What follows belongs to an exercise in optimizing a design on an open flow for small area; a production flow would make more cautious choices.
Function was checked by simulation only, so behaviour that the tests miss may differ from the original.
Power and IR drop assume default switching activity.

main:
Design i2c_controller, start of the top module:
module i2c_controller #(
    parameter SCL_DIV = 60
)  (
    input clk_i,
    input reset_i,
    output sda_o,
    output scl_o,
    input sda_i,
    output [11:0] imem_addr_o,
    input [15:0] imem_data_i,
    output [11:0] read_tag_o,
    output [7:0] read_data_o,
    output read_data_valid_o,
    output nak_o,
    output nak_valid_o,
    output logic [5:0] trigger_o,
    input [5:0] trigger_i
);
Size: about 110 flip-flops, ~5900 sq um of cells after synthesis.
==> flow/config.mk <==
export PLATFORM = sky130hd
export DESIGN_NAME = i2c_controller
export DESIGN_NICKNAME = i2c_controller
export VERILOG_FILES = /design/flow/design.v
export SDC_FILE = /design/flow/constraint.sdc
export NUM_CORES = 4
export LEC_CHECK = 0
export CAP_MARGIN = 20
export CORE_MARGIN = 2
export CORE_UTILIZATION = 40
export PLACE_DENSITY = 0.6
export SLEW_MARGIN = 20
==> flow/constraint.sdc <==
create_clock -name core_clock -period 10.0 [get_ports {clk_i}]
set_input_delay 2.0000 -clock core_clock [delete_from_list [all_inputs] [get_ports {clk_i}]]
set_output_delay 2.0000 -clock core_clock [all_outputs]
set_load 0.01 [all_outputs]
standard.sh (not shown) runs the stock make flow with config.mk's settings and CLKGATE_MAP_FILE= SYNTH_SCRIPT=/design/flow/synth_recipe.tcl, a recipe that flattens the netlist after the stock synthesis.
==> flow/flow/run.sh <==
#!/bin/bash
# Standard ORFS layout (the standard.sh and its synthesis script) with:
#  - ABC mapping for area (flow/synth.tcl wraps synth_recipe.tcl and swaps in
#    flow/abc_area.script); registers are untouched;
#  - port buffers made from the smallest buffer cell (buf_1); every input and
#    output port still gets its own buffer;
#  - a smaller clock tree: clkbuf_8 buffers, sink clusters of up to 20 flops,
#    no dummy loads.
# The full make output goes to standard_flow.log in the work folder.
set -euo pipefail
export FLOW_WORK="$PWD"
export FLOW_ABC_SCRIPT="$PWD/flow/abc_area.script"
export BUFFER_PORTS_ARGS="-buffer_cell sky130_fd_sc_hd__buf_1"
export CTS_ARGS="-sink_clustering_enable -repair_clock_nets -buf_list sky130_fd_sc_hd__clkbuf_8 -sink_clustering_size 20 -sink_clustering_max_diameter 60 -dont_use_dummy_load"
bash standard.sh "SYNTH_SCRIPT=$PWD/flow/synth.tcl" finish > standard_flow.log 2>&1
==> flow/flow/abc_area.script <==
&get -n
&st
&dch
&nf -R 1000
&put
==> flow/flow/synth.tcl <==
# The standard synthesis (synth_recipe.tcl in the work folder, run unchanged),
# with ABC's combinational mapping done by flow/abc_area.script (choice
# computation, then area-recovering mapping) instead of ORFS's delay-oriented
# abc_speed.script. Flip-flops are mapped before ABC runs, so the registers,
# their names and cell types are those of the standard synthesis.
proc abc {args} {
  set i [lsearch $args -script]
  if {$i >= 0} {
    set args [lreplace $args [expr {$i + 1}] [expr {$i + 1}] $::env(FLOW_ABC_SCRIPT)]
  }
  yosys abc {*}$args
}
source $::env(FLOW_WORK)/synth_recipe.tcl
Modified inputs, the feature branch compared to main
--- a/flow/design.v
+++ b/flow/design.v
@@ -124,18 +124,19 @@
         if (!tx_ev) begin
             if (reset_i) read_tag <= '0;
             else if (set_tag) read_tag <= ir[11:0];
             else if (read_data_valid_o) read_tag <= read_tag + 12'd1;
         end
         if (reset_i) begin
             pc <= '0;
             cstate <= C_FETCH;
             trigger_o <= '0;
+            ir[12] <= 1'b0;
         end
     end
     always_ff @(posedge clk_i) begin
         cnt <= (cnt == C_LAST) ? '0 : cnt + 1'b1;
         tx_ev <= 1'b0;
         if (xe_go) begin
             mode <= ir[10];
             if (last) begin
                 if (ir[9:8] != 2'b11) fec <= ir[9:8];
Notes after the runs:
Number of search-and-repair iterations in the first detailed-routing pass: main vs the feature branch identical
Higher first-pass GRT wire length goes to the feature branch over main.
When the feature branch is set beside main, its worst-path maximum fanout turns out to be 2 larger.
According to the power report, total power for the feature branch is higher than for main.
Looking at endpoint of the most critical setup path, the pc[11] result is from main; the pc[10] one comes from the feature branch.
The relative area change from synthesis to final layout of the feature branch exceeds that of main by 0.50 points.
Diff the feature branch..main | hold violation count in the final report | unchanged


i2c_controller, a different RTL version from the one above (not shown whole).
For scale: about 100 flip-flops, about 68 I/O pins, ~5400 um2 of cells after synthesis.
==> flow/config.mk <==
export PLATFORM = sky130hd
export DESIGN_NAME = i2c_controller
export DESIGN_NICKNAME = i2c_controller
export VERILOG_FILES = /design/flow/design.v
export SDC_FILE = /design/flow/constraint.sdc
export NUM_CORES = 4
export LEC_CHECK = 0
export CAP_MARGIN = 20
export CORE_MARGIN = 2
export CORE_UTILIZATION = 40
export PLACE_DENSITY = 0.6
export SLEW_MARGIN = 20
==> flow/constraint.sdc <==
create_clock -name core_clock -period 10.0 [get_ports {clk_i}]
set_input_delay 2.0000 -clock core_clock [delete_from_list [all_inputs] [get_ports {clk_i}]]
set_output_delay 2.0000 -clock core_clock [all_outputs]
set_load 0.01 [all_outputs]
==> flow/flow/run.sh <==
#!/bin/bash
# Standard ORFS layout (the standard.sh and its synthesis script) with:
#  - ABC mapping for area (flow/synth.tcl wraps synth_recipe.tcl and swaps in
#    flow/abc_area.script), with adders left to ABC too (ADDER_MAP_FILE empty)
#    instead of being mapped to half/full adder cells; registers are untouched;
#  - port buffers made from the smallest buffer cell (buf_1); every input and
#    output port still gets its own buffer;
#  - a smaller clock tree: clkbuf_8 buffers, sink clusters of up to 20 flops,
#    no dummy loads.
# The full make output goes to standard_flow.log in the work folder.
set -euo pipefail
export FLOW_WORK="$PWD"
export FLOW_ABC_SCRIPT="$PWD/flow/abc_area.script"
export BUFFER_PORTS_ARGS="-buffer_cell sky130_fd_sc_hd__buf_1"
export CTS_ARGS="-sink_clustering_enable -repair_clock_nets -buf_list sky130_fd_sc_hd__clkbuf_8 -sink_clustering_size 20 -sink_clustering_max_diameter 60 -dont_use_dummy_load"
bash standard.sh "SYNTH_SCRIPT=$PWD/flow/synth.tcl" ADDER_MAP_FILE= finish > standard_flow.log 2>&1
==> flow/flow/abc_area.script <==
&get -n
&st
&dc2
&dch
&nf -R 1000
&put
==> flow/flow/synth.tcl <==
# The standard synthesis (synth_recipe.tcl in the work folder, run unchanged),
# with ABC's combinational mapping done by flow/abc_area.script (logic
# rewriting and choice computation, then area-recovering mapping) instead of
# ORFS's delay-oriented abc_speed.script. Flip-flops are mapped before ABC
# runs, so the registers, their names and cell types are those of the
# standard synthesis.
proc abc {args} {
  set i [lsearch $args -script]
  if {$i >= 0} {
    set args [lreplace $args [expr {$i + 1}] [expr {$i + 1}] $::env(FLOW_ABC_SCRIPT)]
  }
  yosys abc {*}$args
}
source $::env(FLOW_WORK)/synth_recipe.tcl
Next try:
--- a/flow/design.v
+++ b/flow/design.v
@@ -109,17 +109,16 @@
             arg <= imem_data_i;
             zflag <= imem_zero;
         end
         if (dec && (op == 4'b0100)) begin
             arg <= '0;
             zflag <= n_zero;
         end
         if (cstate == C_WAIT) arg[14:0] <= arg[14:0] + 15'd1;
-        if (xe_go) arg[15:8] <= arg[7:0];
         case (cstate)
             C_FETCH: cstate <= C_DECODE;
             C_DECODE: begin
                 case (op)
                     4'b0000: cstate <= C_XF;
                     4'b0001: if (ready) cstate <= C_FETCH;
                     4'b0100: cstate <= zflag ? C_FETCH : C_WAIT;
                     4'b0101: if (hit) cstate <= C_FETCH;
@@ -156,17 +155,17 @@
             mode <= ir[10];
             if (last) begin
                 if (ir[9:8] != 2'b11) fec <= ir[9:8];
                 rdack <= ~ir[11];
             end else begin
                 fec <= 2'b00;
                 rdack <= 1'b1;
             end
-            wr <= arg[15:8];
+            wr <= ir[13] ? arg[7:0] : arg[15:8];
             ph <= {3'b000, ph[1], 1'b1};
         end
         if (ph[4]) begin
             if (fell) begin
                 scl <= 1'b0;
                 if (ph[3]) sda <= ~(mode & rdack);
                 else sda <= mode | wr[7];
                 if (mode && (ph[3:0] == 4'd9)) tx_ev <= 1'b1;
Result: The new run passed the timing, design-rule and antenna checks. Clock power is about the same. Non-clock buffer count falls by 1. Final area rises slightly. Die area rises slightly. Setup slack gets worse by 390 ps. Area after synthesis rises slightly. Via count falls slightly. Cell count rises slightly. Sequential share of layout area falls by 0.37 points. First-iteration DRC count falls by a quarter to a third. Synthesized cell count rises slightly.

re-timing with driven ports:
In the flow no input, the clock included, has a driving cell. The finished layouts below were timed again as built, in two steps. Step 1, drivers: a clkbuf_16 drives clk_i and a buf_2 each remaining input, both assumed. Step 2 adds t to the input delays and takes it off the output delays; t is the mean of the earliest and latest rising clock arrival at the registers after step 1. Input paths then give back, and output paths get back, about the clock's delay inside the block. a / b / c = ideal ports / drivers / drivers and shift; a / b = the first two.
run | t (ns) | setup WS [ns] | worst slew at a driven data input, ns
main | 0.412 | 6.451 / 6.452 / 6.188 | 0.03
the feature branch | 0.408 | 6.407 / 6.407 / 6.404 | 0.03
the first run of note 2 | 0.408 | 6.022 / 6.022 / 6.022 | 0.03
the second run of note 2 | 0.412 | 5.634 / 5.634 / 5.634 | 0.03
After both steps setup and hold are still met in every run listed. The setup slack of main, which loses most, moves by +0.001 ns with the drivers and by -0.263 ns with both steps.
